This design comes from an exercise in tuning for small area on the open sky130 flow, not from production work.
At most, simulation tests tie the RTL to the original design; equivalence was not proved.
The RTL of run 2 was laid out without a check of its function.
The clock port is modelled as an ideal driver; clocking choices that lean on that would not hold on a real chip.
No activity file was given, so power comes from the tool's default toggle rates.

==> flow/design.v, too long to show whole: its modules and the start of the top module <==
// module fa_cell: 10 lines
// module sel_cell: 11 lines
// module conv_l1: 2233 lines
module conv_l1(
    	input clk,
    	input reset,
    	input [7:0] pxl_in,
		input [7:0] kernel_00, input [7:0] kernel_01, input [7:0] kernel_02,
		input [7:0] kernel_10, input [7:0] kernel_11, input [7:0] kernel_12,
		input [7:0] kernel_20, input [7:0] kernel_21, input [7:0] kernel_22,
    	output [15:0] pxl_out,
		output valid
    );
  // ...
==> flow/flow/run.sh <==
#!/bin/bash
# The standard layout (standard.sh), run with these changes:
# - clock tree synthesis builds sink clusters of 33 flip-flops driven by
#   buf_12, with buf_8 above them and no dummy loads; post_cts.tcl then
#   resizes each leaf buffer to the smallest that keeps the flip-flop
#   clock-pin slew under LEAF_SLEW_PS (estimated after placement);
# - io.tcl puts all ports next to each other on the left edge;
# - every port gets a buf_2 as its port buffer (resized later as needed);
# - clock nets may be routed from met2 up.
# ORFS writes each step's full log under orfs/logs; make's own output goes
# to standard.log.
set -euo pipefail
here=$(cd "$(dirname "$0")" && pwd)
export CTS_ARGS="-sink_clustering_enable -repair_clock_nets -dont_use_dummy_load -sink_clustering_size 33 -sink_clustering_max_diameter 80 -buf_list sky130_fd_sc_hd__buf_12 -tree_buf sky130_fd_sc_hd__buf_8"
export POST_CTS_TCL="$here/post_cts.tcl"
export LEAF_SLEW_PS=118
export IO_CONSTRAINTS="$here/io.tcl"
export MIN_CLK_ROUTING_LAYER=met2
export BUFFER_PORTS_ARGS="-buffer_cell sky130_fd_sc_hd__buf_2"
bash standard.sh > standard.log 2>&1
==> flow/flow/io.tcl <==
# All ports on one stretch of the left edge, next to each other, so the
# adder tree and the pixel taps gather there instead of spreading over the die.
set die [[ord::get_db_block] getDieArea]
set h [expr {[$die dy] / 1000.0}]
set lo [expr {int($h / 2 - 85)}]
set hi [expr {int($h / 2 + 85)}]
set_io_pin_constraint -pin_names [get_ports *] -region left:$lo-$hi
==> flow/flow/leafsize.tcl <==
# Resize each clock-tree leaf buffer (one that drives only flip-flop clock
# pins) to the smallest of the candidate buffers (listed by rising area) that
# keeps the slew at its flip-flops' clock pins at most target_ps; if none
# does, to the candidate with the lowest slew.
proc leaf_worst_slew {sinks} {
  set w 0
  foreach pin $sinks {
    foreach q {slew_max_rise slew_max_fall} {
      set s [get_property $pin $q]
      if {$s > $w} { set w $s }
    }
  }
  return $w
}

proc leaf_resize {target_ps cands} {
  set target [expr {$target_ps / 1000.0}]
  set block [ord::get_db_block]
  set n 0
  set before 0.0
  set after 0.0
  foreach inst [$block getInsts] {
    if {![string match "clkbuf_*" [$inst getName]]} continue
    set out ""
    foreach it [$inst getITerms] { if {[$it isOutputSignal]} { set out [$it getNet] } }
    if {$out eq "" || $out eq "NULL"} continue
    set leaf 1
    foreach it [$out getITerms] {
      if {[$it isOutputSignal]} continue
      if {![string match "*__df*" [[[$it getInst] getMaster] getName]]} { set leaf 0; break }
    }
    if {!$leaf} continue
    set sinks [get_pins -of_objects [get_nets [$out getName]] -filter "direction==input"]
    if {[llength $sinks] == 0} continue
    set m [$inst getMaster]
    set before [expr {$before + [$m getWidth] * [$m getHeight] / 1e6}]
    set iname [$inst getName]
    set chosen ""
    set best ""
    set bestw 1e9
    foreach c $cands {
      replace_cell [get_cells $iname] $c
      set w [leaf_worst_slew $sinks]
      if {$w <= $target} { set chosen $c; break }
      if {$w < $bestw} { set bestw $w; set best $c }
    }
    if {$chosen eq ""} { set chosen $best; replace_cell [get_cells $iname] $chosen }
    set m [$inst getMaster]
    set after [expr {$after + [$m getWidth] * [$m getHeight] / 1e6}]
    incr n
  }
  puts [format "leaf_resize: %d leaf buffers, area %.1f -> %.1f um2" $n $before $after]
}
==> flow/flow/post_cts.tcl <==
# Runs at the end of ORFS's CTS step (POST_CTS_TCL): resize the clock-tree
# leaf buffers to the smallest that keeps the flip-flop clock-pin slew low.
source [file join [file dirname [info script]] leafsize.tcl]
set_propagated_clock [all_clocks]
estimate_parasitics -placement
leaf_resize $::env(LEAF_SLEW_PS) {sky130_fd_sc_hd__buf_2 sky130_fd_sc_hd__buf_4 sky130_fd_sc_hd__buf_6 sky130_fd_sc_hd__buf_8 sky130_fd_sc_hd__buf_12 sky130_fd_sc_hd__clkbuf_16 sky130_fd_sc_hd__buf_16}
detailed_placement
check_placement -verbose
==> flow/standard.sh <==
#!/bin/bash
# synth_recipe.tcl (not shown) runs the flow's synth.tcl, then flattens the netlist and writes it again
# the make line also repeats each setting of config.mk as NAME=value (left out here)
make -C /OpenROAD-flow-scripts/flow DESIGN_CONFIG=/design/flow/config.mk WORK_HOME=/design/flow/orfs CLKGATE_MAP_FILE= SYNTH_SCRIPT=/design/flow/synth_recipe.tcl "${@:-finish}"
==> flow/config.mk <==
export PLATFORM = sky130hd
export DESIGN_NAME = conv_l1
export DESIGN_NICKNAME = conv_l1
export VERILOG_FILES = /design/flow/design.v
export SDC_FILE = /design/flow/constraint.sdc
export NUM_CORES = 8
export LEC_CHECK = 0
export CAP_MARGIN = 20
export CORE_MARGIN = 2
export CORE_UTILIZATION = 60
export GPL_TIMING_DRIVEN = 0
export PLACE_DENSITY = 0.75
export SETUP_SLACK_MARGIN = 0.1
export SLEW_MARGIN = 20
export SYNTH_HIERARCHICAL = 1
==> flow/constraint.sdc <==
create_clock -name core_clock -period 12.0 [get_ports {clk}]
set_input_delay 2.4000 -clock core_clock [delete_from_list [all_inputs] [get_ports {clk}]]
set_output_delay 2.4000 -clock core_clock [all_outputs]
set_load 0.01 [all_outputs]
==> metrics.cfg, run 1 <==
[place]
dp_hpwl_um = 244400
postPlaceCellArea_sq_um = 410500

[yosys]
post_synth_edffs = 0
synth_seq_area_share = 0.9692

[final_layout]
regMostFlops = line
seq_cells = 19310
buffers_excl_clock = 148
multi_input_area_share = 0.02938
syn_to_final_growth_pct = 6.367
top_regs = line (19296), count (12)
finish.cell_count_without_fillers = 30020

[clocking]
worst_skew_pair.late_latency_ps = 1160
cts_tree = yes

[pwr]
power_per_cell_area_nw_per_um2 = 221.9
power_clock_w = 0.0250
comb_power_share = 0.053
clkPwrFrac = 0.266

[global_routing]
first_pass_grt_wire_length_um = 715600

[flow_run]
timing.max_cap.violations = 0

[floorplanning]
die-area_sq_um = 671200
initial_utilization = 0.6019

[worst_setup_path]
crit_path_cell_trace = buf_2 -> nor2b_2 -> a222oi_1 -> fa_1 -> fa_1 -> fa_1 -> fa_1 -> fa_2 -> fa_2 -> fa_1 -> fa_2 -> fa_1 -> inv_2 -> ha_4 -> nand2_1 -> o21ai_1 -> a41oi_2 -> fa_2 -> xnor2_2 -> buf_2
worst_r2r_endpoint = count[4]$_SDFF_PP0_

[run_status]
run_status = complete, no violations

[sta]
slew_headroom = 0.2149

==> run 2, diff against run 1 <==
--- a/flow/design.v
+++ b/flow/design.v
@@ -1268,16 +1268,26 @@
 	wire s2305;
 	wire c2306;
 	wire s2309;
 	wire c2310;
 	wire s2313;
 	wire c2314;
 	wire s2317;
 	wire c2318;
+	wire s2321;
+	wire c2322;
+	wire s2325;
+	wire c2326;
+	wire s2329;
+	wire c2330;
+	wire s2333;
+	wire c2334;
+	wire s2337;
+	wire c2338;
 	assign sa1 = kernel_00[0] & ~kernel_01[0];
 	assign sb2 = ~kernel_00[0] & kernel_01[0];
 	assign sc3 = kernel_00[0] & kernel_01[0];
 	assign sa4 = kernel_00[1] & ~kernel_01[1];
 	assign sb5 = ~kernel_00[1] & kernel_01[1];
 	assign sc6 = kernel_00[1] & kernel_01[1];
 	assign sa7 = kernel_00[2] & ~kernel_01[2];
 	assign sb8 = ~kernel_00[2] & kernel_01[2];
@@ -1858,398 +1868,379 @@
 	fa_cell f1082(s1045, s1049, s1053, s1081, c1082);
 	fa_cell f1086(s1057, s1061, c994, s1085, c1086);
 	fa_cell f1090(s1065, s1069, c998, s1089, c1090);
 	fa_cell f1094(c1002, c1006, s1073, s1093, c1094);
 	fa_cell f1098(s1077, s1081, s1085, s1097, c1098);
 	fa_cell f1102(c1010, s1089, c1014, s1101, c1102);
 	fa_cell f1106(s1093, s1097, c1018, s1105, c1106);
 	fa_cell f1110(s1101, c1022, s1105, s1109, c1110);
-	fa_cell f1114(pp779, pp793, pp807, s1113, c1114);
-	fa_cell f1118(pp821, pp835, pp849, s1117, c1118);
-	fa_cell f1122(c1030, s1113, s1117, s1121, c1122);
-	fa_cell f1126(c1034, pp63, pp71, s1125, c1126);
-	fa_cell f1130(pp79, pp115, pp123, s1129, c1130);
-	fa_cell f1134(pp255, pp263, pp271, s1133, c1134);
-	fa_cell f1138(pp307, pp315, pp447, s1137, c1138);
-	fa_cell f1142(pp455, pp463, pp499, s1141, c1142);
-	fa_cell f1146(pp507, pp639, pp647, s1145, c1146);
-	fa_cell f1150(pp655, pp691, pp699, s1149, c1150);
-	fa_cell f1154(s1121, pp47, pp239, s1153, c1154);
-	fa_cell f1158(pp431, pp623, pp55, s1157, c1158);
-	fa_cell f1162(pp247, pp439, pp631, s1161, c1162);
-	fa_cell f1166(c1038, c1042, c1046, s1165, c1166);
-	fa_cell f1170(c1050, c1054, c1058, s1169, c1170);
-	fa_cell f1174(s1125, s1129, s1133, s1173, c1174);
-	fa_cell f1178(s1137, s1141, s1145, s1177, c1178);
-	fa_cell f1182(s1149, c1062, s1153, s1181, c1182);
-	fa_cell f1186(c1066, c1070, s1157, s1185, c1186);
-	fa_cell f1190(s1161, c1074, c1078, s1189, c1190);
-	fa_cell f1194(c1082, s1165, s1169, s1193, c1194);
-	fa_cell f1198(s1173, s1177, c1086, s1197, c1198);
-	fa_cell f1202(s1181, s1185, c1090, s1201, c1202);
-	fa_cell f1206(c1094, s1189, s1193, s1205, c1206);
-	fa_cell f1210(s1197, c1098, c1102, s1209, c1210);
-	fa_cell f1214(s1201, s1205, c1106, s1213, c1214);
-	fa_cell f1218(s1209, s1213, 1'b1, s1217, c1218);
-	fa_cell f1222(pp781, pp795, pp809, s1221, c1222);
-	fa_cell f1226(pp823, pp837, pp851, s1225, c1226);
-	fa_cell f1230(pp865, c1114, c1118, s1229, c1230);
-	fa_cell f1234(s1221, s1225, s1229, s1233, c1234);
-	fa_cell f1238(c1122, pp73, pp81, s1237, c1238);
-	fa_cell f1242(pp89, pp117, pp125, s1241, c1242);
-	fa_cell f1246(pp133, pp265, pp273, s1245, c1246);
-	fa_cell f1250(pp281, pp309, pp317, s1249, c1250);
-	fa_cell f1254(pp325, pp457, pp465, s1253, c1254);
-	fa_cell f1258(pp473, pp501, pp509, s1257, c1258);
-	fa_cell f1262(pp517, pp649, pp657, s1261, c1262);
-	fa_cell f1266(pp665, pp693, pp701, s1265, c1266);
-	fa_cell f1270(pp709, pp57, pp249, s1269, c1270);
-	fa_cell f1274(pp441, pp633, pp65, s1273, c1274);
-	fa_cell f1278(pp257, pp449, pp641, s1277, c1278);
-	fa_cell f1282(c1126, c1130, c1134, s1281, c1282);
-	fa_cell f1286(c1138, c1142, c1146, s1285, c1286);
-	fa_cell f1290(c1150, s1233, s1237, s1289, c1290);
-	fa_cell f1294(s1241, s1245, s1249, s1293, c1294);
-	fa_cell f1298(s1253, s1257, s1261, s1297, c1298);
-	fa_cell f1302(s1265, c1154, s1269, s1301, c1302);
-	fa_cell f1306(c1158, c1162, s1273, s1305, c1306);
-	fa_cell f1310(s1277, c1166, c1170, s1309, c1310);
-	fa_cell f1314(c1174, c1178, s1281, s1313, c1314);
-	fa_cell f1318(s1285, s1289, s1293, s1317, c1318);
-	fa_cell f1322(s1297, c1182, s1301, s1321, c1322);
-	fa_cell f1326(c1186, s1305, c1190, s1325, c1326);
-	fa_cell f1330(s1309, c1194, s1313, s1329, c1330);
-	fa_cell f1334(s1317, c1198, s1321, s1333, c1334);
-	fa_cell f1338(c1202, s1325, c1206, s1337, c1338);
-	fa_cell f1342(s1329, s1333, c1210, s1341, c1342);
-	fa_cell f1346(s1337, c1214, s1341, s1345, c1346);
-	fa_cell f1350(pp783, pp797, pp811, s1349, c1350);
-	fa_cell f1354(pp825, pp839, pp853, s1353, c1354);
-	fa_cell f1358(pp867, pp881, c1222, s1357, c1358);
-	fa_cell f1362(c1226, s1349, s1353, s1361, c1362);
-	fa_cell f1366(c1230, s1357, pp83, s1365, c1366);
-	fa_cell f1370(pp91, pp99, pp127, s1369, c1370);
-	fa_cell f1374(pp135, pp143, pp275, s1373, c1374);
-	fa_cell f1378(pp283, pp291, pp319, s1377, c1378);
-	fa_cell f1382(pp327, pp335, pp467, s1381, c1382);
-	fa_cell f1386(pp475, pp483, pp511, s1385, c1386);
-	fa_cell f1390(pp519, pp527, pp659, s1389, c1390);
-	fa_cell f1394(pp667, pp675, pp703, s1393, c1394);
-	fa_cell f1398(pp711, pp719, s1361, s1397, c1398);
-	fa_cell f1402(pp67, pp259, pp451, s1401, c1402);
-	fa_cell f1406(pp643, pp75, pp119, s1405, c1406);
-	fa_cell f1410(pp267, pp311, pp459, s1409, c1410);
-	fa_cell f1414(pp503, pp651, pp695, s1413, c1414);
-	fa_cell f1418(c1234, c1238, c1242, s1417, c1418);
-	fa_cell f1422(c1246, c1250, c1254, s1421, c1422);
-	fa_cell f1426(c1258, c1262, c1266, s1425, c1426);
-	fa_cell f1430(s1365, s1369, s1373, s1429, c1430);
-	fa_cell f1434(s1377, s1381, s1385, s1433, c1434);
-	fa_cell f1438(s1389, s1393, s1397, s1437, c1438);
-	fa_cell f1442(c1270, s1401, c1274, s1441, c1442);
-	fa_cell f1446(c1278, s1405, s1409, s1445, c1446);
-	fa_cell f1450(s1413, c1282, c1286, s1449, c1450);
-	fa_cell f1454(c1290, c1294, c1298, s1453, c1454);
-	fa_cell f1458(s1417, s1421, s1425, s1457, c1458);
-	fa_cell f1462(s1429, s1433, s1437, s1461, c1462);
-	fa_cell f1466(c1302, c1306, s1441, s1465, c1466);
-	fa_cell f1470(s1445, c1310, s1449, s1469, c1470);
-	fa_cell f1474(c1314, c1318, s1453, s1473, c1474);
-	fa_cell f1478(s1457, s1461, c1322, s1477, c1478);
-	fa_cell f1482(s1465, c1326, s1469, s1481, c1482);
-	fa_cell f1486(c1330, s1473, c1334, s1485, c1486);
-	fa_cell f1490(s1477, c1338, s1481, s1489, c1490);
-	fa_cell f1494(s1485, c1342, s1489, s1493, c1494);
-	fa_cell f1498(pp799, pp813, pp827, s1497, c1498);
-	fa_cell f1502(pp841, pp855, pp869, s1501, c1502);
-	fa_cell f1506(pp883, c1350, c1354, s1505, c1506);
-	fa_cell f1510(s1497, s1501, c1358, s1509, c1510);
-	fa_cell f1514(s1505, c1362, pp93, s1513, c1514);
-	fa_cell f1518(pp101, pp137, pp145, s1517, c1518);
-	fa_cell f1522(pp153, pp285, pp293, s1521, c1522);
-	fa_cell f1526(pp329, pp337, pp345, s1525, c1526);
-	fa_cell f1530(pp477, pp485, pp521, s1529, c1530);
-	fa_cell f1534(pp529, pp537, pp669, s1533, c1534);
-	fa_cell f1538(pp677, pp713, pp721, s1537, c1538);
-	fa_cell f1542(pp729, pp77, pp121, s1541, c1542);
-	fa_cell f1546(pp269, pp313, pp461, s1545, c1546);
-	fa_cell f1550(pp505, pp653, pp697, s1549, c1550);
-	fa_cell f1554(pp85, pp129, pp277, s1553, c1554);
-	fa_cell f1558(pp321, pp469, pp513, s1557, c1558);
-	fa_cell f1562(pp661, pp705, s1509, s1561, c1562);
-	fa_cell f1566(c1366, c1370, c1374, s1565, c1566);
-	fa_cell f1570(c1378, c1382, c1386, s1569, c1570);
-	fa_cell f1574(c1390, c1394, c1398, s1573, c1574);
-	fa_cell f1578(s1513, s1517, s1521, s1577, c1578);
-	fa_cell f1582(s1525, s1529, s1533, s1581, c1582);
-	fa_cell f1586(s1537, c1402, s1541, s1585, c1586);
-	fa_cell f1590(s1545, s1549, c1406, s1589, c1590);
-	fa_cell f1594(c1410, c1414, s1553, s1593, c1594);
-	fa_cell f1598(s1557, c1418, c1422, s1597, c1598);
-	fa_cell f1602(c1426, s1561, c1430, s1601, c1602);
-	fa_cell f1606(c1434, s1565, s1569, s1605, c1606);
-	fa_cell f1610(s1573, c1438, s1577, s1609, c1610);
-	fa_cell f1614(s1581, c1442, s1585, s1613, c1614);
-	fa_cell f1618(c1446, s1589, s1593, s1617, c1618);
-	fa_cell f1622(c1450, c1454, s1597, s1621, c1622);
-	fa_cell f1626(c1458, s1601, s1605, s1625, c1626);
-	fa_cell f1630(c1462, s1609, c1466, s1629, c1630);
-	fa_cell f1634(s1613, s1617, c1470, s1633, c1634);
-	fa_cell f1638(s1621, c1474, s1625, s1637, c1638);
-	fa_cell f1642(c1478, s1629, c1482, s1641, c1642);
-	fa_cell f1646(s1633, s1637, c1486, s1645, c1646);
-	fa_cell f1650(c1490, s1641, s1645, s1649, c1650);
-	fa_cell f1654(pp815, pp829, pp843, s1653, c1654);
-	fa_cell f1658(pp857, pp871, pp885, s1657, c1658);
-	fa_cell f1662(c1498, c1502, s1653, s1661, c1662);
-	fa_cell f1666(s1657, c1506, pp103, s1665, c1666);
-	fa_cell f1670(pp147, pp155, pp163, s1669, c1670);
-	fa_cell f1674(pp295, pp339, pp347, s1673, c1674);
-	fa_cell f1678(pp355, pp487, pp531, s1677, c1678);
-	fa_cell f1682(pp539, pp547, pp679, s1681, c1682);
-	fa_cell f1686(pp723, pp731, pp739, s1685, c1686);
-	fa_cell f1690(s1661, pp87, pp131, s1689, c1690);
-	fa_cell f1694(pp279, pp323, pp471, s1693, c1694);
-	fa_cell f1698(pp515, pp663, pp707, s1697, c1698);
-	fa_cell f1702(pp95, pp139, pp287, s1701, c1702);
-	fa_cell f1706(pp331, pp479, pp523, s1705, c1706);
-	fa_cell f1710(pp671, pp715, c1510, s1709, c1710);
-	fa_cell f1714(c1514, c1518, c1522, s1713, c1714);
-	fa_cell f1718(c1526, c1530, c1534, s1717, c1718);
-	fa_cell f1722(c1538, s1665, s1669, s1721, c1722);
-	fa_cell f1726(s1673, s1677, s1681, s1725, c1726);
-	fa_cell f1730(s1685, c1542, c1546, s1729, c1730);
-	fa_cell f1734(c1550, s1689, s1693, s1733, c1734);
-	fa_cell f1738(s1697, c1554, c1558, s1737, c1738);
-	fa_cell f1742(s1701, s1705, c1562, s1741, c1742);
-	fa_cell f1746(s1709, c1566, c1570, s1745, c1746);
-	fa_cell f1750(c1574, c1578, c1582, s1749, c1750);
-	fa_cell f1754(s1713, s1717, s1721, s1753, c1754);
-	fa_cell f1758(s1725, c1586, c1590, s1757, c1758);
-	fa_cell f1762(s1729, s1733, c1594, s1761, c1762);
-	fa_cell f1766(s1737, c1598, s1741, s1765, c1766);
-	fa_cell f1770(c1602, s1745, c1606, s1769, c1770);
-	fa_cell f1774(c1610, s1749, s1753, s1773, c1774);
-	fa_cell f1778(c1614, s1757, c1618, s1777, c1778);
-	fa_cell f1782(s1761, c1622, s1765, s1781, c1782);
-	fa_cell f1786(c1626, s1769, s1773, s1785, c1786);
-	fa_cell f1790(c1630, s1777, c1634, s1789, c1790);
-	fa_cell f1794(s1781, c1638, s1785, s1793, c1794);
-	fa_cell f1798(c1642, s1789, s1793, s1797, c1798);
-	fa_cell f1802(c1646, s1797, 1'b1, s1801, c1802);
-	fa_cell f1806(pp831, pp845, pp859, s1805, c1806);
-	fa_cell f1810(pp873, pp887, c1654, s1809, c1810);
-	fa_cell f1814(c1658, s1805, s1809, s1813, c1814);
-	fa_cell f1818(c1662, pp157, pp165, s1817, c1818);
-	fa_cell f1822(pp173, pp349, pp357, s1821, c1822);
-	fa_cell f1826(pp365, pp541, pp549, s1825, c1826);
-	fa_cell f1830(pp557, pp733, pp741, s1829, c1830);
-	fa_cell f1834(pp749, pp97, pp141, s1833, c1834);
-	fa_cell f1838(pp289, pp333, pp481, s1837, c1838);
-	fa_cell f1842(pp525, pp673, pp717, s1841, c1842);
-	fa_cell f1846(pp105, pp149, pp297, s1845, c1846);
-	fa_cell f1850(pp341, pp489, pp533, s1849, c1850);
-	fa_cell f1854(pp681, pp725, c1666, s1853, c1854);
-	fa_cell f1858(c1670, c1674, c1678, s1857, c1858);
-	fa_cell f1862(c1682, c1686, s1813, s1861, c1862);
-	fa_cell f1866(s1817, s1821, s1825, s1865, c1866);
-	fa_cell f1870(s1829, c1690, c1694, s1869, c1870);
-	fa_cell f1874(c1698, s1833, s1837, s1873, c1874);
-	fa_cell f1878(s1841, c1702, c1706, s1877, c1878);
-	fa_cell f1882(s1845, s1849, c1710, s1881, c1882);
-	fa_cell f1886(c1714, c1718, c1722, s1885, c1886);
-	fa_cell f1890(c1726, s1853, s1857, s1889, c1890);
-	fa_cell f1894(s1861, s1865, c1730, s1893, c1894);
-	fa_cell f1898(c1734, c1738, s1869, s1897, c1898);
-	fa_cell f1902(s1873, s1877, c1742, s1901, c1902);
-	fa_cell f1906(s1881, c1746, c1750, s1905, c1906);
-	fa_cell f1910(c1754, s1885, s1889, s1909, c1910);
-	fa_cell f1914(s1893, c1758, c1762, s1913, c1914);
-	fa_cell f1918(s1897, s1901, c1766, s1917, c1918);
-	fa_cell f1922(c1770, s1905, c1774, s1921, c1922);
-	fa_cell f1926(s1909, c1778, s1913, s1925, c1926);
-	fa_cell f1930(c1782, s1917, c1786, s1929, c1930);
-	fa_cell f1934(s1921, s1925, c1790, s1933, c1934);
-	fa_cell f1938(c1794, s1929, s1933, s1937, c1938);
-	fa_cell f1942(c1798, s1937, 1'b1, s1941, c1942);
-	fa_cell f1946(pp847, pp861, pp875, s1945, c1946);
-	fa_cell f1950(pp889, c1806, s1945, s1949, c1950);
-	fa_cell f1954(c1810, pp167, pp175, s1953, c1954);
-	fa_cell f1958(pp183, pp359, pp367, s1957, c1958);
-	fa_cell f1962(pp375, pp551, pp559, s1961, c1962);
-	fa_cell f1966(pp567, pp743, pp751, s1965, c1966);
-	fa_cell f1970(pp759, s1949, pp107, s1969, c1970);
-	fa_cell f1974(pp151, pp299, pp343, s1973, c1974);
-	fa_cell f1978(pp491, pp535, pp683, s1977, c1978);
-	fa_cell f1982(pp727, pp159, pp351, s1981, c1982);
-	fa_cell f1986(pp543, pp735, c1814, s1985, c1986);
-	fa_cell f1990(c1818, c1822, c1826, s1989, c1990);
-	fa_cell f1994(c1830, s1953, s1957, s1993, c1994);
-	fa_cell f1998(s1961, s1965, c1834, s1997, c1998);
-	fa_cell f2002(c1838, c1842, s1969, s2001, c2002);
-	fa_cell f2006(s1973, s1977, c1846, s2005, c2006);
-	fa_cell f2010(c1850, s1981, c1854, s2009, c2010);
-	fa_cell f2014(c1858, c1862, s1985, s2013, c2014);
-	fa_cell f2018(c1866, s1989, s1993, s2017, c2018);
-	fa_cell f2022(c1870, c1874, c1878, s2021, c2022);
-	fa_cell f2026(s1997, s2001, s2005, s2025, c2026);
-	fa_cell f2030(c1882, c1886, s2009, s2029, c2030);
-	fa_cell f2034(c1890, s2013, s2017, s2033, c2034);
-	fa_cell f2038(c1894, c1898, s2021, s2037, c2038);
-	fa_cell f2042(s2025, c1902, c1906, s2041, c2042);
-	fa_cell f2046(s2029, c1910, s2033, s2045, c2046);
-	fa_cell f2050(c1914, s2037, c1918, s2049, c2050);
-	fa_cell f2054(s2041, c1922, s2045, s2053, c2054);
-	fa_cell f2058(c1926, s2049, c1930, s2057, c2058);
-	fa_cell f2062(s2053, c1934, s2057, s2061, c2062);
-	fa_cell f2066(c1938, s2061, 1'b1, s2065, c2066);
-	fa_cell f2070(pp863, pp877, pp891, s2069, c2070);
-	fa_cell f2074(c1946, s2069, c1950, s2073, c2074);
-	fa_cell f2078(pp177, pp185, pp369, s2077, c2078);
-	fa_cell f2082(pp377, pp561, pp569, s2081, c2082);
-	fa_cell f2086(pp753, pp761, pp161, s2085, c2086);
-	fa_cell f2090(pp353, pp545, pp737, s2089, c2090);
-	fa_cell f2094(pp169, pp361, pp553, s2093, c2094);
-	fa_cell f2098(pp745, c1954, c1958, s2097, c2098);
-	fa_cell f2102(c1962, c1966, s2073, s2101, c2102);
-	fa_cell f2106(s2077, s2081, c1970, s2105, c2106);
-	fa_cell f2110(c1974, c1978, s2085, s2109, c2110);
-	fa_cell f2114(s2089, c1982, s2093, s2113, c2114);
-	fa_cell f2118(c1986, c1990, c1994, s2117, c2118);
-	fa_cell f2122(s2097, s2101, c1998, s2121, c2122);
-	fa_cell f2126(c2002, c2006, s2105, s2125, c2126);
-	fa_cell f2130(s2109, s2113, c2010, s2129, c2130);
-	fa_cell f2134(c2014, c2018, s2117, s2133, c2134);
-	fa_cell f2138(s2121, c2022, s2125, s2137, c2138);
-	fa_cell f2142(c2026, c2030, s2129, s2141, c2142);
-	fa_cell f2146(c2034, s2133, c2038, s2145, c2146);
-	fa_cell f2150(s2137, c2042, s2141, s2149, c2150);
-	fa_cell f2154(c2046, s2145, c2050, s2153, c2154);
-	fa_cell f2158(s2149, c2054, s2153, s2157, c2158);
-	fa_cell f2162(c2058, s2157, c2062, s2161, c2162);
-	fa_cell f2166(pp879, pp893, c2070, s2165, c2166);
-	fa_cell f2170(s2165, pp187, pp379, s2169, c2170);
-	fa_cell f2174(pp571, pp763, pp171, s2173, c2174);
-	fa_cell f2178(pp363, pp555, pp747, s2177, c2178);
-	fa_cell f2182(pp179, pp371, pp563, s2181, c2182);
-	fa_cell f2186(pp755, c2074, c2078, s2185, c2186);
-	fa_cell f2190(c2082, s2169, c2086, s2189, c2190);
-	fa_cell f2194(c2090, s2173, s2177, s2193, c2194);
-	fa_cell f2198(c2094, s2181, c2098, s2197, c2198);
-	fa_cell f2202(c2102, s2185, c2106, s2201, c2202);
-	fa_cell f2206(c2110, s2189, s2193, s2205, c2206);
-	fa_cell f2210(c2114, c2118, s2197, s2209, c2210);
-	fa_cell f2214(c2122, s2201, c2126, s2213, c2214);
-	fa_cell f2218(s2205, c2130, s2209, s2217, c2218);
-	fa_cell f2222(c2134, c2138, s2213, s2221, c2222);
-	fa_cell f2226(c2142, s2217, c2146, s2225, c2226);
-	fa_cell f2230(s2221, c2150, s2225, s2229, c2230);
-	fa_cell f2234(c2154, s2229, c2158, s2233, c2234);
-	fa_cell f2238(pp895, c2166, pp181, s2237, c2238);
-	fa_cell f2242(pp373, pp565, pp757, s2241, c2242);
-	fa_cell f2246(pp189, pp381, pp573, s2245, c2246);
-	fa_cell f2250(pp765, c2170, c2174, s2249, c2250);
-	fa_cell f2254(c2178, s2237, s2241, s2253, c2254);
-	fa_cell f2258(c2182, s2245, c2186, s2257, c2258);
-	fa_cell f2262(c2190, c2194, s2249, s2261, c2262);
-	fa_cell f2266(s2253, c2198, s2257, s2265, c2266);
-	fa_cell f2270(c2202, c2206, s2261, s2269, c2270);
-	fa_cell f2274(c2210, s2265, c2214, s2273, c2274);
-	fa_cell f2278(s2269, c2218, s2273, s2277, c2278);
-	fa_cell f2282(c2222, c2226, s2277, s2281, c2282);
-	fa_cell f2286(c2230, s2281, 1'b1, s2285, c2286);
-	fa_cell f2290(pp191, pp383, pp575, s2289, c2290);
-	fa_cell f2294(pp767, c2238, c2242, s2293, c2294);
-	fa_cell f2298(s2289, c2246, c2250, s2297, c2298);
-	fa_cell f2302(c2254, s2293, c2258, s2301, c2302);
-	fa_cell f2306(s2297, c2262, c2266, s2305, c2306);
-	fa_cell f2310(s2301, c2270, s2305, s2309, c2310);
-	fa_cell f2314(c2274, s2309, c2278, s2313, c2314);
-	fa_cell f2318(c2282, s2313, 1'b1, s2317, c2318);
-	wire g4 = ~(c1026 | s1109);
-	wire p4 = c1026 ^ s1109;
-	wire g5 = ~(c1110 | s1217);
-	wire p5 = c1110 ^ s1217;
-	wire g6 = ~(c1218 | s1345);
-	wire p6 = c1218 ^ s1345;
-	wire g7 = ~(c1346 | s1493);
-	wire p7 = c1346 ^ s1493;
-	wire g8 = ~(c1494 | s1649);
-	wire p8 = c1494 ^ s1649;
-	wire g9 = ~(c1650 | s1801);
-	wire p9 = c1650 ^ s1801;
-	wire g10 = ~(c1802 | s1941);
-	wire p10 = c1802 ^ s1941;
-	wire g11 = ~(c1942 | s2065);
-	wire p11 = c1942 ^ s2065;
-	wire g12 = ~(c2066 | s2161);
-	wire p12 = c2066 ^ s2161;
-	wire g13 = ~(s2233 | c2162);
-	wire p13 = s2233 ^ c2162;
-	wire g14 = ~(s2285 | c2234);
-	wire p14 = s2285 ^ c2234;
-	wire g15 = ~(c2286 | s2317);
-	wire p15 = c2286 ^ s2317;
-	wire G0_5 = g5 | (p5 & g4);
-	wire P0_5 = p5 & p4;
-	wire G0_7 = g7 | (p7 & g6);
-	wire P0_7 = p7 & p6;
+	fa_cell f1114(c1026, s1109, 1'b1, s1113, c1114);
+	fa_cell f1118(pp779, pp793, pp807, s1117, c1118);
+	fa_cell f1122(pp821, pp835, pp849, s1121, c1122);
+	fa_cell f1126(c1030, s1117, s1121, s1125, c1126);
+	fa_cell f1130(c1034, pp63, pp71, s1129, c1130);
+	fa_cell f1134(pp79, pp115, pp123, s1133, c1134);
+	fa_cell f1138(pp255, pp263, pp271, s1137, c1138);
+	fa_cell f1142(pp307, pp315, pp447, s1141, c1142);
+	fa_cell f1146(pp455, pp463, pp499, s1145, c1146);
+	fa_cell f1150(pp507, pp639, pp647, s1149, c1150);
+	fa_cell f1154(pp655, pp691, pp699, s1153, c1154);
+	fa_cell f1158(s1125, pp47, pp239, s1157, c1158);
+	fa_cell f1162(pp431, pp623, pp55, s1161, c1162);
+	fa_cell f1166(pp247, pp439, pp631, s1165, c1166);
+	fa_cell f1170(c1038, c1042, c1046, s1169, c1170);
+	fa_cell f1174(c1050, c1054, c1058, s1173, c1174);
+	fa_cell f1178(s1129, s1133, s1137, s1177, c1178);
+	fa_cell f1182(s1141, s1145, s1149, s1181, c1182);
+	fa_cell f1186(s1153, c1062, s1157, s1185, c1186);
+	fa_cell f1190(c1066, c1070, s1161, s1189, c1190);
+	fa_cell f1194(s1165, c1074, c1078, s1193, c1194);
+	fa_cell f1198(c1082, s1169, s1173, s1197, c1198);
+	fa_cell f1202(s1177, s1181, c1086, s1201, c1202);
+	fa_cell f1206(s1185, s1189, c1090, s1205, c1206);
+	fa_cell f1210(c1094, s1193, s1197, s1209, c1210);
+	fa_cell f1214(s1201, c1098, c1102, s1213, c1214);
+	fa_cell f1218(s1205, s1209, c1106, s1217, c1218);
+	fa_cell f1222(s1213, s1217, c1110, s1221, c1222);
+	fa_cell f1226(c1114, s1221, 1'b1, s1225, c1226);
+	fa_cell f1230(pp781, pp795, pp809, s1229, c1230);
+	fa_cell f1234(pp823, pp837, pp851, s1233, c1234);
+	fa_cell f1238(pp865, c1118, c1122, s1237, c1238);
+	fa_cell f1242(s1229, s1233, s1237, s1241, c1242);
+	fa_cell f1246(c1126, pp73, pp81, s1245, c1246);
+	fa_cell f1250(pp89, pp117, pp125, s1249, c1250);
+	fa_cell f1254(pp133, pp265, pp273, s1253, c1254);
+	fa_cell f1258(pp281, pp309, pp317, s1257, c1258);
+	fa_cell f1262(pp325, pp457, pp465, s1261, c1262);
+	fa_cell f1266(pp473, pp501, pp509, s1265, c1266);
+	fa_cell f1270(pp517, pp649, pp657, s1269, c1270);
+	fa_cell f1274(pp665, pp693, pp701, s1273, c1274);
+	fa_cell f1278(pp709, pp57, pp249, s1277, c1278);
+	fa_cell f1282(pp441, pp633, pp65, s1281, c1282);
+	fa_cell f1286(pp257, pp449, pp641, s1285, c1286);
+	fa_cell f1290(c1130, c1134, c1138, s1289, c1290);
+	fa_cell f1294(c1142, c1146, c1150, s1293, c1294);
+	fa_cell f1298(c1154, s1241, s1245, s1297, c1298);
+	fa_cell f1302(s1249, s1253, s1257, s1301, c1302);
+	fa_cell f1306(s1261, s1265, s1269, s1305, c1306);
+	fa_cell f1310(s1273, c1158, s1277, s1309, c1310);
+	fa_cell f1314(c1162, c1166, s1281, s1313, c1314);
+	fa_cell f1318(s1285, c1170, c1174, s1317, c1318);
+	fa_cell f1322(c1178, c1182, s1289, s1321, c1322);
+	fa_cell f1326(s1293, s1297, s1301, s1325, c1326);
+	fa_cell f1330(s1305, c1186, s1309, s1329, c1330);
+	fa_cell f1334(c1190, s1313, c1194, s1333, c1334);
+	fa_cell f1338(s1317, c1198, s1321, s1337, c1338);
+	fa_cell f1342(s1325, c1202, s1329, s1341, c1342);
+	fa_cell f1346(c1206, s1333, c1210, s1345, c1346);
+	fa_cell f1350(s1337, s1341, c1214, s1349, c1350);
+	fa_cell f1354(s1345, c1218, s1349, s1353, c1354);
+	fa_cell f1358(c1222, s1353, c1226, s1357, c1358);
+	fa_cell f1362(pp783, pp797, pp811, s1361, c1362);
+	fa_cell f1366(pp825, pp839, pp853, s1365, c1366);
+	fa_cell f1370(pp867, pp881, c1230, s1369, c1370);
+	fa_cell f1374(c1234, s1361, s1365, s1373, c1374);
+	fa_cell f1378(c1238, s1369, pp83, s1377, c1378);
+	fa_cell f1382(pp91, pp99, pp127, s1381, c1382);
+	fa_cell f1386(pp135, pp143, pp275, s1385, c1386);
+	fa_cell f1390(pp283, pp291, pp319, s1389, c1390);
+	fa_cell f1394(pp327, pp335, pp467, s1393, c1394);
+	fa_cell f1398(pp475, pp483, pp511, s1397, c1398);
+	fa_cell f1402(pp519, pp527, pp659, s1401, c1402);
+	fa_cell f1406(pp667, pp675, pp703, s1405, c1406);
+	fa_cell f1410(pp711, pp719, s1373, s1409, c1410);
+	fa_cell f1414(pp67, pp259, pp451, s1413, c1414);
+	fa_cell f1418(pp643, pp75, pp119, s1417, c1418);
+	fa_cell f1422(pp267, pp311, pp459, s1421, c1422);
+	fa_cell f1426(pp503, pp651, pp695, s1425, c1426);
+	fa_cell f1430(c1242, c1246, c1250, s1429, c1430);
+	fa_cell f1434(c1254, c1258, c1262, s1433, c1434);
+	fa_cell f1438(c1266, c1270, c1274, s1437, c1438);
+	fa_cell f1442(s1377, s1381, s1385, s1441, c1442);
+	fa_cell f1446(s1389, s1393, s1397, s1445, c1446);
+	fa_cell f1450(s1401, s1405, s1409, s1449, c1450);
+	fa_cell f1454(c1278, s1413, c1282, s1453, c1454);
+	fa_cell f1458(c1286, s1417, s1421, s1457, c1458);
+	fa_cell f1462(s1425, c1290, c1294, s1461, c1462);
+	fa_cell f1466(c1298, c1302, c1306, s1465, c1466);
+	fa_cell f1470(s1429, s1433, s1437, s1469, c1470);
+	fa_cell f1474(s1441, s1445, s1449, s1473, c1474);
+	fa_cell f1478(c1310, c1314, s1453, s1477, c1478);
+	fa_cell f1482(s1457, c1318, s1461, s1481, c1482);
+	fa_cell f1486(c1322, c1326, s1465, s1485, c1486);
+	fa_cell f1490(s1469, s1473, c1330, s1489, c1490);
+	fa_cell f1494(s1477, c1334, s1481, s1493, c1494);
+	fa_cell f1498(c1338, s1485, c1342, s1497, c1498);
+	fa_cell f1502(s1489, c1346, s1493, s1501, c1502);
+	fa_cell f1506(s1497, c1350, s1501, s1505, c1506);
+	fa_cell f1510(c1354, s1505, c1358, s1509, c1510);
+	fa_cell f1514(pp799, pp813, pp827, s1513, c1514);
+	fa_cell f1518(pp841, pp855, pp869, s1517, c1518);
+	fa_cell f1522(pp883, c1362, c1366, s1521, c1522);
+	fa_cell f1526(s1513, s1517, c1370, s1525, c1526);
+	fa_cell f1530(s1521, c1374, pp93, s1529, c1530);
+	fa_cell f1534(pp101, pp137, pp145, s1533, c1534);
+	fa_cell f1538(pp153, pp285, pp293, s1537, c1538);
+	fa_cell f1542(pp329, pp337, pp345, s1541, c1542);
+	fa_cell f1546(pp477, pp485, pp521, s1545, c1546);
+	fa_cell f1550(pp529, pp537, pp669, s1549, c1550);
+	fa_cell f1554(pp677, pp713, pp721, s1553, c1554);
+	fa_cell f1558(pp729, pp77, pp121, s1557, c1558);
+	fa_cell f1562(pp269, pp313, pp461, s1561, c1562);
+	fa_cell f1566(pp505, pp653, pp697, s1565, c1566);
+	fa_cell f1570(pp85, pp129, pp277, s1569, c1570);
+	fa_cell f1574(pp321, pp469, pp513, s1573, c1574);
+	fa_cell f1578(pp661, pp705, s1525, s1577, c1578);
+	fa_cell f1582(c1378, c1382, c1386, s1581, c1582);
+	fa_cell f1586(c1390, c1394, c1398, s1585, c1586);
+	fa_cell f1590(c1402, c1406, c1410, s1589, c1590);
+	fa_cell f1594(s1529, s1533, s1537, s1593, c1594);
+	fa_cell f1598(s1541, s1545, s1549, s1597, c1598);
+	fa_cell f1602(s1553, c1414, s1557, s1601, c1602);
+	fa_cell f1606(s1561, s1565, c1418, s1605, c1606);
+	fa_cell f1610(c1422, c1426, s1569, s1609, c1610);
+	fa_cell f1614(s1573, c1430, c1434, s1613, c1614);
+	fa_cell f1618(c1438, s1577, c1442, s1617, c1618);
+	fa_cell f1622(c1446, s1581, s1585, s1621, c1622);
+	fa_cell f1626(s1589, c1450, s1593, s1625, c1626);
+	fa_cell f1630(s1597, c1454, s1601, s1629, c1630);
+	fa_cell f1634(c1458, s1605, s1609, s1633, c1634);
+	fa_cell f1638(c1462, c1466, s1613, s1637, c1638);
+	fa_cell f1642(c1470, s1617, s1621, s1641, c1642);
+	fa_cell f1646(c1474, s1625, c1478, s1645, c1646);
+	fa_cell f1650(s1629, s1633, c1482, s1649, c1650);
+	fa_cell f1654(s1637, c1486, s1641, s1653, c1654);
+	fa_cell f1658(c1490, s1645, c1494, s1657, c1658);
+	fa_cell f1662(s1649, s1653, c1498, s1661, c1662);
+	fa_cell f1666(c1502, s1657, s1661, s1665, c1666);
+	fa_cell f1670(c1506, s1665, 1'b1, s1669, c1670);
+	fa_cell f1674(pp815, pp829, pp843, s1673, c1674);
+	fa_cell f1678(pp857, pp871, pp885, s1677, c1678);
+	fa_cell f1682(c1514, c1518, s1673, s1681, c1682);
+	fa_cell f1686(s1677, c1522, pp103, s1685, c1686);
+	fa_cell f1690(pp147, pp155, pp163, s1689, c1690);
+	fa_cell f1694(pp295, pp339, pp347, s1693, c1694);
+	fa_cell f1698(pp355, pp487, pp531, s1697, c1698);
+	fa_cell f1702(pp539, pp547, pp679, s1701, c1702);
+	fa_cell f1706(pp723, pp731, pp739, s1705, c1706);
+	fa_cell f1710(s1681, pp87, pp131, s1709, c1710);
+	fa_cell f1714(pp279, pp323, pp471, s1713, c1714);
+	fa_cell f1718(pp515, pp663, pp707, s1717, c1718);
+	fa_cell f1722(pp95, pp139, pp287, s1721, c1722);
+	fa_cell f1726(pp331, pp479, pp523, s1725, c1726);
+	fa_cell f1730(pp671, pp715, c1526, s1729, c1730);
+	fa_cell f1734(c1530, c1534, c1538, s1733, c1734);
+	fa_cell f1738(c1542, c1546, c1550, s1737, c1738);
+	fa_cell f1742(c1554, s1685, s1689, s1741, c1742);
+	fa_cell f1746(s1693, s1697, s1701, s1745, c1746);
+	fa_cell f1750(s1705, c1558, c1562, s1749, c1750);
+	fa_cell f1754(c1566, s1709, s1713, s1753, c1754);
+	fa_cell f1758(s1717, c1570, c1574, s1757, c1758);
+	fa_cell f1762(s1721, s1725, c1578, s1761, c1762);
+	fa_cell f1766(s1729, c1582, c1586, s1765, c1766);
+	fa_cell f1770(c1590, c1594, c1598, s1769, c1770);
+	fa_cell f1774(s1733, s1737, s1741, s1773, c1774);
+	fa_cell f1778(s1745, c1602, c1606, s1777, c1778);
+	fa_cell f1782(s1749, s1753, c1610, s1781, c1782);
+	fa_cell f1786(s1757, c1614, s1761, s1785, c1786);
+	fa_cell f1790(c1618, s1765, c1622, s1789, c1790);
+	fa_cell f1794(c1626, s1769, s1773, s1793, c1794);
+	fa_cell f1798(c1630, s1777, c1634, s1797, c1798);
+	fa_cell f1802(s1781, c1638, s1785, s1801, c1802);
+	fa_cell f1806(c1642, s1789, s1793, s1805, c1806);
+	fa_cell f1810(c1646, s1797, c1650, s1809, c1810);
+	fa_cell f1814(s1801, c1654, s1805, s1813, c1814);
+	fa_cell f1818(c1658, s1809, s1813, s1817, c1818);
+	fa_cell f1822(c1662, s1817, c1666, s1821, c1822);
+	fa_cell f1826(pp831, pp845, pp859, s1825, c1826);
+	fa_cell f1830(pp873, pp887, c1674, s1829, c1830);
+	fa_cell f1834(c1678, s1825, s1829, s1833, c1834);
+	fa_cell f1838(c1682, pp157, pp165, s1837, c1838);
+	fa_cell f1842(pp173, pp349, pp357, s1841, c1842);
+	fa_cell f1846(pp365, pp541, pp549, s1845, c1846);
+	fa_cell f1850(pp557, pp733, pp741, s1849, c1850);
+	fa_cell f1854(pp749, pp97, pp141, s1853, c1854);
+	fa_cell f1858(pp289, pp333, pp481, s1857, c1858);
+	fa_cell f1862(pp525, pp673, pp717, s1861, c1862);
+	fa_cell f1866(pp105, pp149, pp297, s1865, c1866);
+	fa_cell f1870(pp341, pp489, pp533, s1869, c1870);
+	fa_cell f1874(pp681, pp725, c1686, s1873, c1874);
+	fa_cell f1878(c1690, c1694, c1698, s1877, c1878);
+	fa_cell f1882(c1702, c1706, s1833, s1881, c1882);
+	fa_cell f1886(s1837, s1841, s1845, s1885, c1886);
+	fa_cell f1890(s1849, c1710, c1714, s1889, c1890);
+	fa_cell f1894(c1718, s1853, s1857, s1893, c1894);
+	fa_cell f1898(s1861, c1722, c1726, s1897, c1898);
+	fa_cell f1902(s1865, s1869, c1730, s1901, c1902);
+	fa_cell f1906(c1734, c1738, c1742, s1905, c1906);
+	fa_cell f1910(c1746, s1873, s1877, s1909, c1910);
+	fa_cell f1914(s1881, s1885, c1750, s1913, c1914);
+	fa_cell f1918(c1754, c1758, s1889, s1917, c1918);
+	fa_cell f1922(s1893, s1897, c1762, s1921, c1922);
+	fa_cell f1926(s1901, c1766, c1770, s1925, c1926);
+	fa_cell f1930(c1774, s1905, s1909, s1929, c1930);
+	fa_cell f1934(s1913, c1778, c1782, s1933, c1934);
+	fa_cell f1938(s1917, s1921, c1786, s1937, c1938);
+	fa_cell f1942(c1790, s1925, c1794, s1941, c1942);
+	fa_cell f1946(s1929, c1798, s1933, s1945, c1946);
+	fa_cell f1950(c1802, s1937, c1806, s1949, c1950);
+	fa_cell f1954(s1941, s1945, c1810, s1953, c1954);
+	fa_cell f1958(c1814, s1949, s1953, s1957, c1958);
+	fa_cell f1962(c1818, s1957, 1'b1, s1961, c1962);
+	fa_cell f1966(pp847, pp861, pp875, s1965, c1966);
+	fa_cell f1970(pp889, c1826, s1965, s1969, c1970);
+	fa_cell f1974(c1830, pp167, pp175, s1973, c1974);
+	fa_cell f1978(pp183, pp359, pp367, s1977, c1978);
+	fa_cell f1982(pp375, pp551, pp559, s1981, c1982);
+	fa_cell f1986(pp567, pp743, pp751, s1985, c1986);
+	fa_cell f1990(pp759, s1969, pp107, s1989, c1990);
+	fa_cell f1994(pp151, pp299, pp343, s1993, c1994);
+	fa_cell f1998(pp491, pp535, pp683, s1997, c1998);
+	fa_cell f2002(pp727, pp159, pp351, s2001, c2002);
+	fa_cell f2006(pp543, pp735, c1834, s2005, c2006);
+	fa_cell f2010(c1838, c1842, c1846, s2009, c2010);
+	fa_cell f2014(c1850, s1973, s1977, s2013, c2014);
+	fa_cell f2018(s1981, s1985, c1854, s2017, c2018);
+	fa_cell f2022(c1858, c1862, s1989, s2021, c2022);
+	fa_cell f2026(s1993, s1997, c1866, s2025, c2026);
+	fa_cell f2030(c1870, s2001, c1874, s2029, c2030);
+	fa_cell f2034(c1878, c1882, s2005, s2033, c2034);
+	fa_cell f2038(c1886, s2009, s2013, s2037, c2038);
+	fa_cell f2042(c1890, c1894, c1898, s2041, c2042);
+	fa_cell f2046(s2017, s2021, s2025, s2045, c2046);
+	fa_cell f2050(c1902, c1906, s2029, s2049, c2050);
+	fa_cell f2054(c1910, s2033, s2037, s2053, c2054);
+	fa_cell f2058(c1914, c1918, s2041, s2057, c2058);
+	fa_cell f2062(s2045, c1922, c1926, s2061, c2062);
+	fa_cell f2066(s2049, c1930, s2053, s2065, c2066);
+	fa_cell f2070(c1934, s2057, c1938, s2069, c2070);
+	fa_cell f2074(s2061, c1942, s2065, s2073, c2074);
+	fa_cell f2078(c1946, s2069, c1950, s2077, c2078);
+	fa_cell f2082(s2073, c1954, s2077, s2081, c2082);
+	fa_cell f2086(c1958, s2081, 1'b1, s2085, c2086);
+	fa_cell f2090(pp863, pp877, pp891, s2089, c2090);
+	fa_cell f2094(c1966, s2089, c1970, s2093, c2094);
+	fa_cell f2098(pp177, pp185, pp369, s2097, c2098);
+	fa_cell f2102(pp377, pp561, pp569, s2101, c2102);
+	fa_cell f2106(pp753, pp761, pp161, s2105, c2106);
+	fa_cell f2110(pp353, pp545, pp737, s2109, c2110);
+	fa_cell f2114(pp169, pp361, pp553, s2113, c2114);
+	fa_cell f2118(pp745, c1974, c1978, s2117, c2118);
+	fa_cell f2122(c1982, c1986, s2093, s2121, c2122);
+	fa_cell f2126(s2097, s2101, c1990, s2125, c2126);
+	fa_cell f2130(c1994, c1998, s2105, s2129, c2130);
+	fa_cell f2134(s2109, c2002, s2113, s2133, c2134);
+	fa_cell f2138(c2006, c2010, c2014, s2137, c2138);
+	fa_cell f2142(s2117, s2121, c2018, s2141, c2142);
+	fa_cell f2146(c2022, c2026, s2125, s2145, c2146);
+	fa_cell f2150(s2129, s2133, c2030, s2149, c2150);
+	fa_cell f2154(c2034, c2038, s2137, s2153, c2154);
+	fa_cell f2158(s2141, c2042, s2145, s2157, c2158);
+	fa_cell f2162(c2046, c2050, s2149, s2161, c2162);
+	fa_cell f2166(c2054, s2153, c2058, s2165, c2166);
+	fa_cell f2170(s2157, c2062, s2161, s2169, c2170);
+	fa_cell f2174(c2066, s2165, c2070, s2173, c2174);
+	fa_cell f2178(s2169, c2074, s2173, s2177, c2178);
+	fa_cell f2182(c2078, s2177, c2082, s2181, c2182);
+	fa_cell f2186(pp879, pp893, c2090, s2185, c2186);
+	fa_cell f2190(s2185, pp187, pp379, s2189, c2190);
+	fa_cell f2194(pp571, pp763, pp171, s2193, c2194);
+	fa_cell f2198(pp363, pp555, pp747, s2197, c2198);
+	fa_cell f2202(pp179, pp371, pp563, s2201, c2202);
+	fa_cell f2206(pp755, c2094, c2098, s2205, c2206);
+	fa_cell f2210(c2102, s2189, c2106, s2209, c2210);
+	fa_cell f2214(c2110, s2193, s2197, s2213, c2214);
+	fa_cell f2218(c2114, s2201, c2118, s2217, c2218);
+	fa_cell f2222(c2122, s2205, c2126, s2221, c2222);
+	fa_cell f2226(c2130, s2209, s2213, s2225, c2226);
+	fa_cell f2230(c2134, c2138, s2217, s2229, c2230);
+	fa_cell f2234(c2142, s2221, c2146, s2233, c2234);
+	fa_cell f2238(s2225, c2150, s2229, s2237, c2238);
+	fa_cell f2242(c2154, c2158, s2233, s2241, c2242);
+	fa_cell f2246(c2162, s2237, c2166, s2245, c2246);
+	fa_cell f2250(s2241, c2170, s2245, s2249, c2250);
+	fa_cell f2254(c2174, s2249, c2178, s2253, c2254);
+	fa_cell f2258(pp895, c2186, pp181, s2257, c2258);
+	fa_cell f2262(pp373, pp565, pp757, s2261, c2262);
+	fa_cell f2266(pp189, pp381, pp573, s2265, c2266);
+	fa_cell f2270(pp765, c2190, c2194, s2269, c2270);
+	fa_cell f2274(c2198, s2257, s2261, s2273, c2274);
+	fa_cell f2278(c2202, s2265, c2206, s2277, c2278);
+	fa_cell f2282(c2210, c2214, s2269, s2281, c2282);
+	fa_cell f2286(s2273, c2218, s2277, s2285, c2286);
+	fa_cell f2290(c2222, c2226, s2281, s2289, c2290);
+	fa_cell f2294(c2230, s2285, c2234, s2293, c2294);
+	fa_cell f2298(s2289, c2238, s2293, s2297, c2298);
+	fa_cell f2302(c2242, c2246, s2297, s2301, c2302);
+	fa_cell f2306(c2250, s2301, 1'b1, s2305, c2306);
+	fa_cell f2310(pp191, pp383, pp575, s2309, c2310);
+	fa_cell f2314(pp767, c2258, c2262, s2313, c2314);
+	fa_cell f2318(s2309, c2266, c2270, s2317, c2318);
+	fa_cell f2322(c2274, s2313, c2278, s2321, c2322);
+	fa_cell f2326(s2317, c2282, c2286, s2325, c2326);
+	fa_cell f2330(s2321, c2290, s2325, s2329, c2330);
+	fa_cell f2334(c2294, s2329, c2298, s2333, c2334);
+	fa_cell f2338(c2302, s2333, 1'b1, s2337, c2338);
+	wire g8 = ~(s1669 | c1510);
+	wire p8 = s1669 ^ c1510;
+	wire g9 = ~(c1670 | s1821);
+	wire p9 = c1670 ^ s1821;
+	wire g10 = ~(c1822 | s1961);
+	wire p10 = c1822 ^ s1961;
+	wire g11 = ~(c1962 | s2085);
+	wire p11 = c1962 ^ s2085;
+	wire g12 = ~(c2086 | s2181);
+	wire p12 = c2086 ^ s2181;
+	wire g13 = ~(s2253 | c2182);
+	wire p13 = s2253 ^ c2182;
+	wire g14 = ~(s2305 | c2254);
+	wire p14 = s2305 ^ c2254;
+	wire g15 = ~(c2306 | s2337);
+	wire p15 = c2306 ^ s2337;
 	wire G0_9 = g9 | (p9 & g8);
 	wire P0_9 = p9 & p8;
 	wire G0_11 = g11 | (p11 & g10);
 	wire P0_11 = p11 & p10;
 	wire G0_13 = g13 | (p13 & g12);
 	wire P0_13 = p13 & p12;
 	wire G0_15 = g15 | (p15 & g14);
 	wire P0_15 = p15 & p14;
-	wire G1_6 = g6 | (p6 & G0_5);
-	wire P1_6 = p6 & P0_5;
-	wire G1_7 = G0_7 | (P0_7 & G0_5);
-	wire P1_7 = P0_7 & P0_5;
 	wire G1_10 = g10 | (p10 & G0_9);
 	wire P1_10 = p10 & P0_9;
 	wire G1_11 = G0_11 | (P0_11 & G0_9);
 	wire P1_11 = P0_11 & P0_9;
 	wire G1_14 = g14 | (p14 & G0_13);
 	wire P1_14 = p14 & P0_13;
 	wire G1_15 = G0_15 | (P0_15 & G0_13);
 	wire P1_15 = P0_15 & P0_13;
-	wire G2_8 = g8 | (p8 & G1_7);
-	wire P2_8 = p8 & P1_7;
-	wire G2_9 = G0_9 | (P0_9 & G1_7);
-	wire P2_9 = P0_9 & P1_7;
-	wire G2_10 = G1_10 | (P1_10 & G1_7);
-	wire P2_10 = P1_10 & P1_7;
-	wire G2_11 = G1_11 | (P1_11 & G1_7);
-	wire P2_11 = P1_11 & P1_7;
-	wire G3_12 = g12 | (p12 & G2_11);
-	wire P3_12 = p12 & P2_11;
-	wire G3_13 = G0_13 | (P0_13 & G2_11);
-	wire P3_13 = P0_13 & P2_11;
-	wire G3_14 = G1_14 | (P1_14 & G2_11);
-	wire P3_14 = P1_14 & P2_11;
-	wire G3_15 = G1_15 | (P1_15 & G2_11);
-	wire P3_15 = P1_15 & P2_11;
+	wire G2_12 = g12 | (p12 & G1_11);
+	wire P2_12 = p12 & P1_11;
+	wire G2_13 = G0_13 | (P0_13 & G1_11);
+	wire P2_13 = P0_13 & P1_11;
+	wire G2_14 = G1_14 | (P1_14 & G1_11);
+	wire P2_14 = P1_14 & P1_11;
+	wire G2_15 = G1_15 | (P1_15 & G1_11);
+	wire P2_15 = P1_15 & P1_11;
 	assign sum[0] = ~s901;
 	assign sum[1] = ~s925;
 	assign sum[2] = ~s965;
 	assign sum[3] = ~s1025;
-	assign sum[4] = p4;
-	assign sum[5] = p5 ^ g4;
-	assign sum[6] = p6 ^ G0_5;
-	assign sum[7] = p7 ^ G1_6;
-	assign sum[8] = p8 ^ G1_7;
-	assign sum[9] = p9 ^ G2_8;
-	assign sum[10] = p10 ^ G2_9;
-	assign sum[11] = p11 ^ G2_10;
-	assign sum[12] = p12 ^ G2_11;
-	assign sum[13] = p13 ^ G3_12;
-	assign sum[14] = p14 ^ G3_13;
-	assign sum[15] = p15 ^ G3_14;
+	assign sum[4] = ~s1113;
+	assign sum[5] = ~s1225;
+	assign sum[6] = ~s1357;
+	assign sum[7] = ~s1509;
+	assign sum[8] = p8;
+	assign sum[9] = p9 ^ g8;
+	assign sum[10] = p10 ^ G0_9;
+	assign sum[11] = p11 ^ G1_10;
+	assign sum[12] = p12 ^ G1_11;
+	assign sum[13] = p13 ^ G2_12;
+	assign sum[14] = p14 ^ G2_13;
+	assign sum[15] = p15 ^ G2_14;
 	reg [11:0] count;
 	always @(posedge clk) begin
 		if (reset)
 			count <= 0;
 		else if (count == 12'd3599)
 			count <= 12'd2400;
 		else
 			count <= count + 1;
==> flow/flow/run.sh (replaced) <==
#!/bin/bash
# The standard layout (standard.sh) with a leaner clock tree: clock tree
# synthesis builds sink clusters of buf_12 without dummy loads, then
# post_cts.tcl resizes each leaf buffer to the smallest that keeps the
# flip-flop clock-pin slew under LEAF_SLEW_PS.
set -euo pipefail
here=$(cd "$(dirname "$0")" && pwd)
export CTS_ARGS="-sink_clustering_enable -repair_clock_nets -dont_use_dummy_load -sink_clustering_size 33 -sink_clustering_max_diameter 80 -buf_list sky130_fd_sc_hd__buf_12 -tree_buf sky130_fd_sc_hd__buf_8"
export POST_CTS_TCL="$here/post_cts.tcl"
export LEAF_SLEW_PS=119
export IO_CONSTRAINTS="$here/io.tcl"
export BUFFER_PORTS_ARGS="-buffer_cell sky130_fd_sc_hd__buf_2"
bash standard.sh > standard.log 2>&1
==> run 2 against run 1 <==
Net effect:
- clock skew increased by 14 ps
- core utilization about the same
- wire length decreased by 1.9%
==> metrics.cfg, run 2 <==
[sta]
post-route-worst-setup-slack_ps = 99.08  ; was 98.06 ps
fmax_mhz = 84.03  ; was 84.02 MHz
fin_skew_ps = 125.9  ; was 111.6 ps
final_period_minus_worst_setup_slack_ps = 11900  ; about the same
finalCritPeriodShare = 0.9917  ; was 0.9918
slew_headroom = 0.09399  ; was 0.2149
rsz_0062_raised_after_global_routing = true  ; unchanged
slew_at_the_pin_with_the_worst_max_slew_slack_ps = 1359  ; was 1175 ps
number_of_pins_with_negative_max_slew_slack_in_the_final_report = 0  ; unchanged
final_hold_viol_count = 0  ; unchanged
timing.final.setup_violations = 0  ; unchanged

[yosys]
post_synth_num_cell_types = 32  ; was 34
ys.warnings.count = 7  ; unchanged
synth_instances = 20310  ; was 20330
post_synth_edffs = 0  ; unchanged
ys_top_cells_by_area = dfxtp_1 97%, fa_1 1.9%, a222oi_1 0.64%  ; unchanged
synth_ff_type = dfxtp_1  ; unchanged
synth_commonest_cells = 19310 x dfxtp_1, 388 x fa_1, 256 x a222oi_1, 131 x nand2_1, 64 x nor2b_1  ; was 19310 x dfxtp_1, 384 x fa_1, 256 x a222oi_1, 137 x nand2_1, 64 x nor2b_1
synth_seq_cells = 19310  ; unchanged
synth_area_per_cell_sq_um = 19.63  ; was 19.62 sq um
synth_async_sr_flop_share = 0  ; unchanged
yosys.cell_count.top_type = dfxtp_1  ; unchanged
synth_seq_area_share = 0.9693  ; was 0.9692
synth_largest_type_area_fraction = 0.9693  ; was 0.9692
synth_area_sq_um = 398800  ; about the same
netlist.top_cell.by_area = dfxtp_1  ; unchanged

[min_path]
hp-start = line[11060]$_DFF_P_  ; was line[12962]$_DFF_P_
hold-path-cell-count = 0  ; unchanged
hold_class = flip-flop to flip-flop  ; unchanged

[global_routing]
grt-ovfl-total = 0  ; unchanged
first_pass_grt_wire_length_um = 708400  ; was 715600 um
grt_util_all_layers = 0.1303  ; was 0.1325
antenna_violations_before_repair = 30  ; was 34
number_of_global_route_vias_before_repair = 126300  ; was 124300
grt_start_max_net_pins = 34  ; unchanged

[worst_setup_path]
critical_path.reg2reg.startpoint = count[0]$_SDFF_PP0_  ; unchanged
worst_setup_path_startpoint = kernel_20[6]  ; was kernel_02[3]
critical_path.most_common_cell = fa_2  ; was fa_1
worst_r2r_path_depth = 5  ; unchanged
cp_max_fo = 8  ; unchanged
cp-start-kind = primary input  ; unchanged
crit_path_cell_trace = buf_2 -> nor2b_2 -> a222oi_1 -> fa_1 -> fa_2 -> fa_1 -> fa_1 -> fa_2 -> fa_2 -> fa_2 -> fa_2 -> fa_2 -> nor2b_4 -> o31a_1 -> or4_4 -> nand3_4 -> buf_6  ; was buf_2 -> nor2b_2 -> a222oi_1 -> fa_1 -> fa_1 -> fa_1 -> fa_1 -> fa_2 -> fa_2 -> fa_1 -> fa_2 -> fa_1 -> inv_2 -> ha_4 -> nand2_1 -> o21ai_1 -> a41oi_2 -> fa_2 -> xnor2_2 -> buf_2
data_arrival_time_of_the_worst_path_ps = 9500  ; about the same
path_depth = 17  ; was 20
type_of_the_setup_path_with_the_least_slack = primary input to primary output  ; unchanged
slowest_stage = a222oi_1  ; was fa_1
crit_family = adder cells  ; unchanged
setup.worst_path.end_class = primary output  ; unchanged
cp_num_buf_inv = 2  ; was 3
worstPathRequired_ps = 9600  ; about the same
worst_path_largest_cell_delay_ps = 1050  ; was 790 ps

[drt]
route.detailed.wl_per_inst_um = 14.70  ; was 14.97 um
total_wire_length_after_detailed_routing_um = 441200  ; was 449500 um
antenna_left = 0  ; unchanged
drtIter0Drc = 7845  ; was 7915
route.vias.total = 125900  ; was 125400
drt_first_pass_iters = 11  ; was 13
detail_route.drc_violations = 0  ; unchanged
vias_per_cell = 4.195  ; was 4.178

[pwr]
p_switching_w = 0.01999  ; was 0.01959 W
worst_ir_drop_vdd_mv = 1.183  ; was 1.069 mV
cell_leakage_power_nw = 165.4  ; was 165.3 nW
power.share.switching = 0.2107  ; was 0.2081
comb_power_share = 0.061  ; was 0.053
pwr-share-seq = 0.676  ; was 0.681
power_per_cell_area_nw_per_um2 = 223.6  ; was 221.9 nW/um^2
clkPwrFrac = 0.263  ; was 0.266
power_report.internal_total_w = 0.07492  ; was 0.07456 W

[place]
globalplace.congestion = 0.8442  ; was 0.8376
placement.setup.worst_slack_ps = -1107  ; was -740.7 ps
dp_hpwl_um = 236600  ; was 244400 um
post-place-cells = 29300  ; was 29320
port-buffer-count = 90  ; unchanged

[final_layout]
largest_register_ff_count = 19300  ; unchanged
regMostFlops = line  ; unchanged
top_regs = line (19296), count (12)  ; unchanged
syn_to_final_growth_pct = 6.440  ; was 6.367%
drive_gt1_frac = 0.04859  ; was 0.04539
finish.cell_count_without_fillers = 30000  ; was 30020
finalNetCount = 21600  ; was 21620
mostFrequentLayoutCell = dfxtp_1  ; unchanged
layout_common_cells = 19280 x dfxtp_1, 575 x buf_12, 309 x fa_1, 256 x a222oi_1, 125 x nand2_1  ; was 19290 x dfxtp_1, 551 x buf_12, 327 x fa_1, 256 x a222oi_1, 137 x nand2_1

[floorplanning]
io-pin-count = 99  ; unchanged
initial_utilization = 0.6019  ; about the same
die-area_sq_um = 671200  ; about the same
placeableCoreArea_sq_um = 662500  ; unchanged
die_width_um = 819.2  ; was 819.3 um
std_cell_rows = 299  ; unchanged
floorplan.die.height_um = 819.2  ; was 819.3 um

[clocking]
cts_sinks = 19310  ; unchanged
worst_skew_pair.late_latency_ps = 1140  ; was 1160 ps
worst_setup_hold_path_clk_slew_ps = 110  ; about the same
cts_tree = yes  ; unchanged

[flow_run]
timing.max_cap.violations = 0  ; unchanged

[run_status]
run_status = complete, no violations  ; unchanged

run 2: cell types whose count changed in the layout (fill, tap and decap cells not counted), sizes merged, moves of 6 or more:
cell | previous run | this run
buf | 767 | 800
clkbuf | 50 | 24
diode | 14 | 7
nand2 | 137 | 131
xnor2 | 11 | 5
run 2: worst paths after layout:
path | slack [ps] | end
min | 210 | line[11068]$_DFF_P_
min reg2reg | 210 | line[11068]$_DFF_P_
max reg2reg | 10450 | count[7]$_SDFF_PP0_
max | 100 | pxl_out[14]
run 2: cells by family (layout without fill, tap and decap cells):
| kind of cell | count (synthesis) | after routing | synth area share |
|---|---|---|---|
| flops | 19310 | 19310 | 0.9693 |
| buf+inv | 55 | 852 | 0.0005334 |
| simple gates | 261 | 261 | 0.003229 |
| compound gates | 268 | 268 | 0.006639 |
| other cells | 1 | 16 | 0.000009404 |
| fa+ha+maj | 404 | 404 | 0.01998 |
| xor+xnor | 14 | 14 | 0.0003075 |
run 2: power by group through the flow:
stage / Combinational (W) / Clock [W] / Sequential (W)
global route: 0.00635 / 0.0280 / 0.0641
global placement: 0.00492 / 0 / 0.0656
finish: 0.00583 / 0.0250 / 0.0641
floorplan: 0.00252 / 0 / 0.0656
detailed placement: 0.00483 / 0 / 0.0656
run 2: Yosys stat by module (local to each module, per instance):
module	area [sq um]	cells	flops+latches	times used
sel_cell	10.01	1	0	256
fa_cell	20.02	1	0	385
conv_l1	388500	19670	19310	1
run 2: area by class of cell:
type,count,area (sq um)
antenna,7,17.52
clock buffer,662,12860
tap,8879,11110
inverter,28,107.6
sequential,19310,386600
buffer,18,155.1
multi-input combinational,956,12650
fill,44610,238100
timing repair buffer,144,968.4
run 2: per-layer routing:
layer  GRT usage  vias to the layer above  wire length, um
met2      0.1780                     1448           166800
met5           0                        -              145
li1            -                    63920                -
met1      0.2147                    59640           244100
met3     0.02256                      831            18200
met4     0.03378                       24            11910
run 2: stage by stage:
stage / utilization / setup TNS (ps) / total power, W / hold WS (ps) / instance area, sq um
after floorplan: - / 0 / 0.06812 / 309.6 / 398800
after global placement: 0.6194 / -5663 / 0.07054 / 309.7 / 410400
after detailed placement: 0.6195 / -5333 / 0.07045 / 312.1 / 410400
final: 0.6406 / 0 / 0.09491 / 213.4 / 424500
after global routing: 0.6406 / 0 / 0.09851 / 215.7 / 424400

[static timing again, ports no longer ideal]
No port has a modelled driver above. Below, the same layouts with a new extraction and two added sets of constraints. Step 1, drivers: a clkbuf_16 drives clk and a buf_2 each remaining input, both assumed. Step 2 also shifts input and output timing later by t, the mid clock arrival at the registers, as if the neighbouring blocks saw the same clock. Three values: no drivers, after step 1, after step 2; two values: the first two.
run	shift t [ns]	setup WS [ns]	latest minus earliest clock arrival (ns)	worst register clock-pin slew, ns	worst data-port slew with drivers (ns)
run 1	1.161	0.098 / 0.037 / 0.037	0.246 / 0.246	0.12 / 0.12	0.18
run 2	1.185	0.099 / 0.035 / 0.035	0.200 / 0.199	0.12 / 0.12	0.18
After both steps setup and hold are still met in every run listed. The setup slack of run 2, which loses most, moves by -0.064 ns with the drivers and by -0.064 ns with both steps.
